What follows belongs to an exercise in optimizing a design on an open flow for small area, a short achievable clock period and few clock cycles per item; a production flow would make more cautious choices. The RTL was checked by simulation tests, not by an equivalence proof against the original design.

==> flow/design.v <==
module DIV #(
    parameter W  = 16,       
    parameter SH = 2         
)(
    input  [W-1:0]   m,
    input            yo,     
    input  [W-1:0]   x,
    input  [W-1:0]   y,
    input  [2*W-1:0] u,
    input  [2*W-1:0] v,
    output [W-1:0]   xn,
    output [W-1:0]   yn,
    output [2*W-1:0] un,
    output [2*W-1:0] vn
);
    wire xo   = |(x & m);
    wire both = xo & yo;
    wire [W-1:0] bx = ~(y & {W{both}});
    wire [W-1:0] by = ~(x & {W{both}});
    wire [W:0]   cx, cy;
    wire [W-1:0] dx, dy;
    assign cx[0] = 1'b1;
    assign cy[0] = 1'b1;
    genvar i;
    generate
        for (i = 0; i < W; i++) begin : sub
            assign dx[i]   = x[i] ^ bx[i] ^ cx[i];
            assign cx[i+1] = (x[i] & bx[i]) | (cx[i] & (x[i] ^ bx[i]));
            assign dy[i]   = y[i] ^ by[i] ^ cy[i];
            assign cy[i+1] = (y[i] & by[i]) | (cy[i] & (y[i] ^ by[i]));
        end
    endgenerate
    wire swap = xo & (~yo | ~cx[W]);
    wire [W-1:0]   d = swap ? dy : dx;       
    wire [2*W-1:0] w = swap ? v : u;         
    wire t = (SH > 1) && ~|(d & (m << 1));
    assign xn = t ? d >> 2 : d >> 1;
    assign un = t ? w << 2 : w << 1;
    assign yn = swap ? x : y;
    wire [2*W-1:0] ua = u & {2*W{xo}};
    wire [2*W:0]   cs;
    assign cs[0] = 1'b0;
    generate
        for (i = 0; i < 2*W; i++) begin : add
            assign vn[i]    = v[i] ^ ua[i] ^ cs[i];
            assign cs[i+1] = (v[i] & ua[i]) | (cs[i] & (v[i] ^ ua[i]));
        end
    endgenerate
endmodule
module LCM #(
    parameter DATA_WIDTH = 16
)(
    input                       clk,
    input                       rst_n,
    input                       en,
    input  [DATA_WIDTH-1:0]     a,
    input  [DATA_WIDTH-1:0]     b,
    output                      valid,
    output [DATA_WIDTH*2-1:0]   gcd,
    output [DATA_WIDTH*2-1:0]   lcm
);
    localparam W  = DATA_WIDTH;
    localparam NS = 4;               
    reg en_q, busy, valid_r;
    reg [W-1:0]   x, y;
    reg [2*W-1:0] u, v;
    wire start = en & ~en_q;
    wire load  = ~busy | valid_r;
    wire [W-1:0] o = x | y;
    wire [W-1:0] m;
    wire [W:0]   seen;               
    assign seen[0] = 1'b0;
    genvar j;
    generate
        for (j = 0; j < W; j++) begin : low
            assign m[j]      = o[j] & ~seen[j];
            assign seen[j+1] = o[j] | seen[j];
        end
    endgenerate
    wire [W-1:0]   xs [NS+1];
    wire [W-1:0]   ys [NS+1];
    wire [2*W-1:0] us [NS+1];
    wire [2*W-1:0] vs [NS+1];
    assign xs[0] = x;
    assign ys[0] = y;
    assign us[0] = u;
    assign vs[0] = v;
    genvar i;
    generate
        for (i = 0; i < NS; i++) begin : step
            DIV #(.W(W)) u_step (
                .m (m),
                .yo(i == 0 ? |(y & m) : 1'b1),
                .x (xs[i]), .y (ys[i]), .u (us[i]), .v (vs[i]),
                .xn(xs[i+1]), .yn(ys[i+1]), .un(us[i+1]), .vn(vs[i+1])
            );
        end
    endgenerate
    always_ff @(posedge clk, negedge rst_n) begin
        if (!rst_n) begin
            en_q    <= 1'b0;
            busy    <= 1'b0;
            valid_r <= 1'b0;
        end else begin
            en_q    <= en;
            busy    <= start | (busy & ~valid_r);
            valid_r <= busy & ~valid_r & ~|xs[NS];
        end
    end
    always_ff @(posedge clk) begin
        if (load) begin
            x <= a;
            y <= b;
            u <= {{W{1'b0}}, b};
            v <= '0;
        end else begin
            x <= xs[NS];
            y <= ys[NS];
            u <= us[NS];
            v <= vs[NS];
        end
    end
    assign valid = valid_r;
    assign gcd   = {{W{1'b0}}, y};
    assign lcm   = v;
endmodule
==> flow/config.mk <==
export PLATFORM = sky130hd
export DESIGN_NAME = LCM
export DESIGN_NICKNAME = LCM
export VERILOG_FILES = /design/flow/design.v
export SDC_FILE = /design/flow/constraint.sdc
export NUM_CORES = 4
export LEC_CHECK = 0
export ABC_AREA = 1
export CAP_MARGIN = 20
export CORE_MARGIN = 2
export CORE_UTILIZATION = 40
export SLEW_MARGIN = 20
==> flow/constraint.sdc <==
create_clock -name core_clock -period 240.0 [get_ports {clk}]
set_input_delay 48.0000 -clock core_clock [delete_from_list [all_inputs] [get_ports {clk}]]
set_output_delay 48.0000 -clock core_clock [all_outputs]
set_load 0.01 [all_outputs]
run.sh (not shown) runs the stock make flow with config.mk's settings and CLKGATE_MAP_FILE= SYNTH_SCRIPT=/design/flow/synth_recipe.tcl, a recipe that flattens the netlist after the stock synthesis.
Testbench counts at the start, summed over its fixed seeds: cycles 7,949, items 1,600.
Rerun with:
--- a/flow/design.v
+++ b/flow/design.v
@@ -61,5 +61,5 @@
 );
     localparam W  = DATA_WIDTH;
-    localparam NS = 4;               
+    localparam NS = 2;               
     reg en_q, busy, valid_r;
     reg [W-1:0]   x, y;
Count of clock-buffer cells in the layout grows by 3.
Wire length goes down by 48%.
Die area goes down by 38%.
Non-clock buffer count goes down by 15.
Design area fell by 36%.
Testbench counts after the change, summed over its fixed seeds: cycles 13,518, items 1,600.

========
Setup of yarrow:
LCM, a different RTL version from the one above (not shown whole).
Size in the first run: about 1,500 cells after synthesis, about 100 I/O pins, about 14,000 um2 of cells after synthesis.
==> module DIV, before the edit <==
module DIV #(
    parameter W  = 16,       
    parameter SH = 2,        
    parameter FIRST = 1      
)(
    input  [W-1:0]   m,
    input            xo,     
    input            yo,     
    input  [W-1:0]   x,
    input  [W-1:0]   y,
    input  [2*W-1:0] u,
    input  [2*W-1:0] v,
    output [W-1:0]   xn,
    output [W-1:0]   yn,
    output [2*W-1:0] un,
    output [2*W-1:0] vn,
    output           xon     
);
    wire both = xo & yo;
    wire [W-1:0] bx = ~(y & {W{xo}});
    wire [W-1:0] by = ~(x & {W{FIRST ? both : 1'b1}});
    wire [W:0]   cx, cy;
    wire [W-1:0] dx, dy;
    assign cx[0] = 1'b1;
    assign cy[0] = 1'b1;
    genvar i;
    generate
        for (i = 0; i < W; i++) begin : sub
            assign dx[i]   = x[i] ^ bx[i] ^ cx[i];
            assign cx[i+1] = (x[i] & bx[i]) | (cx[i] & (x[i] ^ bx[i]));
            assign dy[i]   = y[i] ^ by[i] ^ cy[i];
            assign cy[i+1] = (y[i] & by[i]) | (cy[i] & (y[i] ^ by[i]));
        end
    endgenerate
    wire swap = xo & (~yo | ~cx[W]);
    wire [W-1:0]   d = swap ? dy : dx;       
    wire [2*W-1:0] w = swap ? v : u;         
    wire t = (SH > 1) && ~|(d & (m << 1));
    assign xn  = t ? d >> 2 : d >> 1;
    assign xon = (SH > 1) ? (~t | |(d & (m << 2))) : |(d & (m << 1));
    assign un = t ? w << 2 : w << 1;
    assign yn = swap ? x : y;
    wire [2*W-1:0] ua = u & {2*W{xo}};
    wire [2*W:0]   cs;
    assign cs[0] = 1'b0;
    generate
        for (i = 0; i < 2*W; i++) begin : add
            assign vn[i]    = v[i] ^ ua[i] ^ cs[i];
            assign cs[i+1] = (v[i] & ua[i]) | (cs[i] & (v[i] ^ ua[i]));
        end
    endgenerate
endmodule
==> module LCM, before the edit <==
module LCM #(
    parameter DATA_WIDTH = 16
)(
    input                       clk,
    input                       rst_n,
    input                       en,
    input  [DATA_WIDTH-1:0]     a,
    input  [DATA_WIDTH-1:0]     b,
    output                      valid,
    output [DATA_WIDTH*2-1:0]   gcd,
    output [DATA_WIDTH*2-1:0]   lcm
);
    localparam W  = DATA_WIDTH;
    localparam NS = 4;               
    reg en_q, busy, valid_r;
    reg [W-1:0]   x, y;
    reg [2*W-1:0] u, v;
    wire start = en & ~en_q;
    wire load  = ~busy | valid_r;
    wire [W-1:0] o = x | y;
    wire [W-1:0] m;
    wire [W:0]   seen;               
    assign seen[0] = 1'b0;
    genvar j;
    generate
        for (j = 0; j < W; j++) begin : low
            assign m[j]      = o[j] & ~seen[j];
            assign seen[j+1] = o[j] | seen[j];
        end
    endgenerate
    wire [W-1:0]   xs [NS+1];
    wire [W-1:0]   ys [NS+1];
    wire [2*W-1:0] us [NS+1];
    wire [2*W-1:0] vs [NS+1];
    wire           xos[NS+1];
    assign xs[0] = x;
    assign ys[0] = y;
    assign us[0] = u;
    assign vs[0] = v;
    assign xos[0] = |(x & m);
    genvar i;
    generate
        for (i = 0; i < NS; i++) begin : step
            DIV #(.W(W), .FIRST(i == 0)) u_step (
                .m (m),
                .xo(xos[i]),
                .yo(i == 0 ? |(y & m) : 1'b1),
                .x (xs[i]), .y (ys[i]), .u (us[i]), .v (vs[i]),
                .xn(xs[i+1]), .yn(ys[i+1]), .un(us[i+1]), .vn(vs[i+1]),
                .xon(xos[i+1])
            );
        end
    endgenerate
    always_ff @(posedge clk, negedge rst_n) begin
        if (!rst_n) begin
            en_q    <= 1'b0;
            busy    <= 1'b0;
            valid_r <= 1'b0;
        end else begin
            en_q    <= en;
            busy    <= start | (busy & ~valid_r);
            valid_r <= busy & ~valid_r & ~|xs[NS];
        end
    end
    always_ff @(posedge clk) begin
        if (load) begin
            x <= a;
            y <= b;
            u <= {{W{1'b0}}, b};
            v <= '0;
        end else begin
            x <= xs[NS];
            y <= ys[NS];
            u <= us[NS];
            v <= vs[NS];
        end
    end
    assign valid = valid_r;
    assign gcd   = {{W{1'b0}}, y};
    assign lcm   = v;
endmodule
==> flow/config.mk <==
export PLATFORM = sky130hd
export DESIGN_NAME = LCM
export DESIGN_NICKNAME = LCM
export VERILOG_FILES = /design/flow/design.v
export SDC_FILE = /design/flow/constraint.sdc
export NUM_CORES = 4
export LEC_CHECK = 0
export ABC_AREA = 1
export CAP_MARGIN = 5
export CORE_MARGIN = 2
export CORE_UTILIZATION = 60
export SLEW_MARGIN = 5
==> flow/constraint.sdc <==
create_clock -name core_clock -period 240.0 [get_ports {clk}]
set_input_delay 48.0000 -clock core_clock [delete_from_list [all_inputs] [get_ports {clk}]]
set_output_delay 48.0000 -clock core_clock [all_outputs]
set_load 0.01 [all_outputs]
standard.sh (not shown) runs the stock make flow with config.mk's settings and CLKGATE_MAP_FILE= SYNTH_SCRIPT=/design/flow/synth_recipe.tcl, a recipe that flattens the netlist after the stock synthesis.
==> flow/flow/run.sh <==
#!/bin/bash
# Own layout flow: the standard synthesis, then ABC maps the
# combinational logic again for area with a few scripts (registers and
# adder cells untouched) and keeps the smallest result, then the standard
# ORFS flow from floorplan to finish, with buf_1 port buffers.
# Each tool writes its full output to a log file here.
set -euo pipefail
HERE=$(pwd)
R=$HERE/orfs/results/$FLOW_PLATFORM/LCM/base
LIB=$FLOW_HOME/platforms/$FLOW_PLATFORM/lib/sky130_fd_sc_hd__tt_025C_1v80.lib

bash standard.sh synth > log_synth.txt 2>&1
cp "$R/1_2_yosys.v" "$HERE/std_synth.v"

# combinational cells as logic, for ABC to map again
python3 flow/genmap.py "$LIB" comb_map.v > log_genmap.txt 2>&1
DU=$(make -s -C "$FLOW_HOME" DESIGN_CONFIG="$HERE/config.mk" WORK_HOME="$HERE/orfs" print-DONT_USE_CELLS 2>/dev/null | sed -n 's/^DONT_USE_CELLS: //p')
DUARGS=""
for c in $DU; do DUARGS="$DUARGS -dont_use $c"; done

remap() {  # remap SCRIPT: writes remap_SCRIPT.v and remap_SCRIPT.area
  local s=$1
  cat > remap_$s.ys <<E2
read_liberty -lib $LIB
read_verilog $HERE/std_synth.v
hierarchy -top $FLOW_TOP
techmap -map $HERE/comb_map.v
techmap
opt -fast
abc -script $HERE/flow/$s.abc -liberty $LIB $DUARGS -D 240000
opt_clean -purge
hilomap -singleton -hicell sky130_fd_sc_hd__conb_1 HI -locell sky130_fd_sc_hd__conb_1 LO
splitnets
opt_clean -purge
tee -o $HERE/remap_$s.stat stat -liberty $LIB
check -assert -mapped
write_verilog -noattr -nohex -nodec $HERE/remap_$s.v
E2
  if yosys -s remap_$s.ys > log_remap_$s.txt 2>&1; then
    sed -n "s/.*Chip area for module '.$FLOW_TOP': *//p" remap_$s.stat > remap_$s.area
  fi
}
for s in a4 b1 b3 c4 c5; do remap $s & done
wait
best=""; besta=""
for s in a4 b1 b3 c4 c5; do
  [[ -s remap_$s.area ]] || continue
  a=$(cat remap_$s.area)
  if [[ -z "$best" ]] || awk -v a="$a" -v b="$besta" 'BEGIN{exit !(a<b)}'; then best=$s; besta=$a; fi
done
echo "best remap: $best $besta" | tee log_remap_choice.txt
if [[ -n "$best" ]]; then
  cp remap_$best.v "$R/1_2_yosys.v"
  touch "$R/1_2_yosys.v"
fi

export BUFFER_PORTS_ARGS="-buffer_cell sky130_fd_sc_hd__buf_1"
bash standard.sh finish > log_finish.txt 2>&1
Other scripts of this flow, unchanged in this note and not shown: flow/flow/a4.abc, flow/flow/b1.abc, flow/flow/b3.abc, flow/flow/c3.abc, flow/flow/c4.abc, flow/flow/c5.abc, flow/flow/genmap.py
Testbench counts of yarrow, summed over its fixed seeds: cycles 7,949, items 1,600.
Here is what was changed in the inputs of quartz compared with yarrow.
--- a/flow/design.v
+++ b/flow/design.v
@@ -1,10 +1,9 @@
 module DIV #(
     parameter W  = 16,       
-    parameter SH = 2,        
-    parameter FIRST = 1      
+    parameter SH = 2         
 )(
     input  [W-1:0]   m,
     input            xo,     
     input            yo,     
     input  [W-1:0]   x,
     input  [W-1:0]   y,
@@ -14,14 +13,14 @@
     output [W-1:0]   yn,
     output [2*W-1:0] un,
     output [2*W-1:0] vn,
     output           xon     
 );
     wire both = xo & yo;
-    wire [W-1:0] bx = ~(y & {W{xo}});
-    wire [W-1:0] by = ~(x & {W{FIRST ? both : 1'b1}});
+    wire [W-1:0] bx = ~(y & {W{both}});
+    wire [W-1:0] by = ~(x & {W{both}});
     wire [W:0]   cx, cy;
     wire [W-1:0] dx, dy;
     assign cx[0] = 1'b1;
     assign cy[0] = 1'b1;
     genvar i;
     generate
@@ -90,13 +89,13 @@
     assign us[0] = u;
     assign vs[0] = v;
     assign xos[0] = |(x & m);
     genvar i;
     generate
         for (i = 0; i < NS; i++) begin : step
-            DIV #(.W(W), .FIRST(i == 0)) u_step (
+            DIV #(.W(W)) u_step (
                 .m (m),
                 .xo(xos[i]),
                 .yo(i == 0 ? |(y & m) : 1'b1),
                 .x (xs[i]), .y (ys[i]), .u (us[i]), .v (vs[i]),
                 .xn(xs[i+1]), .yn(ys[i+1]), .un(us[i+1]), .vn(vs[i+1]),
                 .xon(xos[i+1])
==> results.txt <==
- In the reports for quartz and yarrow, the larger multi-input combinational cell count belongs to yarrow.
- Run comparison: quartz launching element of the worst setup path y[4]; yarrow launching element of the worst setup path y[14]
- Between quartz and yarrow, it is quartz whose routing usage on met3 is lower, by 0.81 points.
- quartz and yarrow all finish clean.
- Routed wire length on met2: quartz vs yarrow, no meaningful difference
- Initial core utilization delta (yarrow -> quartz): insignificant
- Per the comparison of quartz with yarrow, routed wire length decreased about 1%; global-route usage shrank by 0.26 points; H-tree depth neither gained nor lost much; sequential share of layout area stayed essentially flat.
Testbench counts of quartz, summed over its fixed seeds: cycles 7,949, items 1,600.

## re-timing with driven ports
The flow's constraints put no driver on any port. The routed layouts listed below were extracted and timed again, unchanged, in two steps. Step 1 (the two cells are an assumption about what drives the block):
set clk [get_ports {clk}]
set_driving_cell -lib_cell sky130_fd_sc_hd__clkbuf_16 $clk
set_driving_cell -lib_cell sky130_fd_sc_hd__buf_2 [delete_from_list [all_inputs] $clk]
Step 2 times the ports against the registers' clock, not the clock port: input delays grow and output delays shrink by t, the midpoint of the rising clock arrivals with the driver on. Three values: ideal, step 1, step 2; two values: the first two.
| run | t (ns) | setup WS [ns] | clock arrival spread, ns | slew at the worst register clock pin (ns) | cell pins on the clock port's net |
|---|---|---|---|---|---|
| the first run of note 1 | 0.452 | 190.440 / 190.385 / 190.625 | 0.018 / 0.019 | 0.09 / 0.09 | 1 |
| the second run of note 1 | 0.398 | 190.544 / 190.500 / 190.898 | 0.010 / 0.010 | 0.08 / 0.08 | 1 |
| yarrow | 0.405 | 190.891 / 190.839 / 191.244 | 0.008 / 0.008 | 0.08 / 0.08 | 1 |
| quartz | 0.414 | 190.920 / 190.868 / 191.282 | 0.014 / 0.014 | 0.08 / 0.08 | 1 |
After both steps every run listed still meets setup and hold.
